This is an optimization exercise on Yosys and OpenROAD, whose aim is small area, not a production implementation.
Function was checked by simulation only, so behaviour that the tests miss may differ from the original.

== run 1 ==
Design viterbi, start of the top module:
module viterbi(in0, in1, in2, in3, in4, in5, in6, in7, out, clk, reset, error);
==> flow/config.mk <==
export PLATFORM = sky130hd
export DESIGN_NAME = viterbi
export DESIGN_NICKNAME = viterbi
export VERILOG_FILES = /design/flow/design.v
export SDC_FILE = /design/flow/constraint.sdc
export NUM_CORES = 4
export LEC_CHECK = 0
export CAP_MARGIN = 20
export CORE_MARGIN = 2
export CORE_UTILIZATION = 40
export SLEW_MARGIN = 20
==> flow/constraint.sdc <==
create_clock -name core_clock -period 12.0 [get_ports {clk}]
set_input_delay 2.4000 -clock core_clock [delete_from_list [all_inputs] [get_ports {clk}]]
set_output_delay 2.4000 -clock core_clock [all_outputs]
set_load 0.01 [all_outputs]
standard.sh (not shown) runs the stock make flow with config.mk's settings and CLKGATE_MAP_FILE= SYNTH_SCRIPT=/design/flow/synth_recipe.tcl, a recipe that flattens the netlist after the stock synthesis.
==> flow/flow/run.sh <==
#!/bin/bash
# Own layout flow: the standard layout (standard.sh) with these changes:
#  * synthesis: ABC maps the logic with an area-oriented script (flow/area.abc)
#    instead of ORFS's delay-oriented one, without ORFS's Kogge-Stone adder
#    map and full/half-adder extraction.  Flip-flops, their names and cells
#    are the standard synthesis's.
#  * port buffers are the smallest buffer, sky130_fd_sc_hd__buf_1 (every port
#    is still buffered);
#  * CTS uses small clock buffers and no dummy loads.
# Each tool's output goes to a log file in this folder.
set -euo pipefail
W=$(pwd)
ORIG=$(grep -o 'SYNTH_SCRIPT=[^ ]*' standard.sh | head -1 | cut -d= -f2- | tr -d "'\"")
sed "s#SYNTH_SCRIPT=[^ ]*#SYNTH_SCRIPT=$W/flow/synth_wrap.tcl#" standard.sh > my_standard.sh
export ORIG_SYNTH_SCRIPT="$ORIG"
export MY_ABC_SCRIPT="$W/flow/area.abc"
export ADDER_MAP_FILE=
export SYNTH_OPERATIONS_ARGS=-noshare
export BUFFER_PORTS_ARGS="-buffer_cell sky130_fd_sc_hd__buf_1"
export CTS_ARGS="-sink_clustering_enable -repair_clock_nets -dont_use_dummy_load -sink_clustering_size 16 -sink_clustering_max_diameter 200 -buf_list sky130_fd_sc_hd__clkbuf_4"
bash my_standard.sh synth > synth.log 2>&1
bash my_standard.sh > layout.log 2>&1
==> flow/flow/area.abc <==
strash
dch -f
amap
topo
==> flow/flow/synth_wrap.tcl <==
# Runs the standard flow's synthesis script unchanged, except that the abc call uses
# MY_ABC_SCRIPT (area-oriented) in place of its -script, without -D.
proc abc {args} {
  set out {}
  set skip 0
  foreach a $args {
    if { $skip } { set skip 0; continue }
    if { $a eq "-script" || $a eq "-D" } { set skip 1; continue }
    lappend out $a
  }
  yosys abc -script $::env(MY_ABC_SCRIPT) {*}$out
}
source $::env(ORIG_SYNTH_SCRIPT)
Edits applied to the flow inputs when going from run 1 to run 2:
--- a/flow/flow/run.sh
+++ b/flow/flow/run.sh
@@ -20 +20 @@
-export CTS_ARGS="-sink_clustering_enable -repair_clock_nets -dont_use_dummy_load -sink_clustering_size 16 -sink_clustering_max_diameter 200 -buf_list sky130_fd_sc_hd__clkbuf_4"
+export CTS_ARGS="-sink_clustering_enable -repair_clock_nets -dont_use_dummy_load -buf_list sky130_fd_sc_hd__clkbuf_4"
## What came out
Delta (run 2 minus run 1): number of buffers between clock root and the deepest sink held steady, final setup slack of the worst path held steady, multi-input combinational area share held steady.
On signed area change from the synthesized netlist to the final layout, run 2 and run 1 are neck and neck.
On share of the cycle needed by the critical path after routing, run 1 tracks run 2 almost exactly.
Run 2 against run 1: number of instances in the placed design saw little to no change, hold violation total from the final report saw little to no change.
As far as final wirelength goes, run 1 and run 2 are indistinguishable; the numbers are identical.
Inputs modified between run 2 and run 3:
--- a/flow/flow/run.sh
+++ b/flow/flow/run.sh
@@ -20 +20 @@
-export CTS_ARGS="-sink_clustering_enable -repair_clock_nets -dont_use_dummy_load -buf_list sky130_fd_sc_hd__clkbuf_4"
+export CTS_ARGS="-sink_clustering_enable -repair_clock_nets -dont_use_dummy_load -sink_clustering_size 32 -sink_clustering_max_diameter 300 -buf_list sky130_fd_sc_hd__clkbuf_8"
==> comparison <==
The delay of the slowest cell on the worst path was comparable across run 2 and run 3.
As far as depth of the worst register-to-register path goes, run 2 and run 3 are indistinguishable; the numbers are identical.
[compare] base=run 2 new=run 3: hold slack rose by 10 ps, wire length of the first global-routing pass rose by about 0.3%.
Compared with run 2, in run 3 global-route usage level, smallest setup slack after layout fell by 65 ps, met1 usage has remained practically unchanged.
Relative to run 2, cell area has increased by 2.1% in run 3.
The following lists how run 4 was set up differently from run 3:
- CORE_UTILIZATION changed from 40 to 65
--- a/flow/flow/run.sh
+++ b/flow/flow/run.sh
@@ -20 +20 @@
-export CTS_ARGS="-sink_clustering_enable -repair_clock_nets -dont_use_dummy_load -sink_clustering_size 32 -sink_clustering_max_diameter 300 -buf_list sky130_fd_sc_hd__clkbuf_8"
+export CTS_ARGS="-sink_clustering_enable -repair_clock_nets -dont_use_dummy_load -buf_list {sky130_fd_sc_hd__clkbuf_4 sky130_fd_sc_hd__clkbuf_8}"
Results
- Going from run 3 to run 4, final-layout non-clock buffer area share comparable, worst hold margin now smaller.
- In the reports for run 4 and run 3, the smaller met1 capacity usage during global routing belongs to run 3.
- From run 4 to run 3, max-cap check violation count did not move at all.
- Run 4 has met1 layer wirelength in the final routing below what run 3 had.
- Diff run 4..run 3 | mean post-synth cell area | unchanged
- Run 4 vs. run 3: slack of the critical path picked up an extra 200 ps.
Modified inputs, run 5 compared to run 4
- a change of CORE_UTILIZATION from 65 to 70
--- a/flow/flow/run.sh
+++ b/flow/flow/run.sh
@@ -20 +20 @@
-export CTS_ARGS="-sink_clustering_enable -repair_clock_nets -dont_use_dummy_load -buf_list {sky130_fd_sc_hd__clkbuf_4 sky130_fd_sc_hd__clkbuf_8}"
+export CTS_ARGS="-sink_clustering_enable -repair_clock_nets -dont_use_dummy_load -buf_list sky130_fd_sc_hd__clkbuf_4"
--- outcome ---
- Run 5 vs. run 4: met3 wirelength from detailed routing picked up an extra 51%.

==> what the ideal ports hide <==
How much do the figures lean on ideal ports? The routed layouts below were timed once more, with nothing changed but the port constraints.
Step 1 sets driving cells, clkbuf_16 on the clock port and buf_2 on the other inputs (assumed; they add their load-dependent delay and slew).
Step 2 times the ports against the registers' clock, not the clock port: input delays grow and output delays shrink by t, the midpoint of the rising clock arrivals with the driver on.
a / b / c = ideal ports / drivers / drivers and shift; a / b = the first two.
| run | t (ns) | setup slack, ns | slew at the worst register clock pin (ns) | worst slew at a driven data input, ns |
|---|---|---|---|---|
| run 1 | 0.491 | 2.029 / 2.038 / 1.547 | 0.12 / 0.12 | 0.03 |
| run 2 | 0.491 | 2.029 / 2.038 / 1.547 | 0.12 / 0.12 | 0.03 |
| run 3 | 0.436 | 1.964 / 1.975 / 1.539 | 0.08 / 0.08 | 0.03 |
| run 4 | 0.430 | 2.161 / 2.170 / 1.740 | 0.08 / 0.08 | 0.05 |
| run 5 | 0.520 | 1.843 / 1.816 / 1.678 | 0.13 / 0.13 | 0.04 |
After both steps every run listed still meets setup and hold.
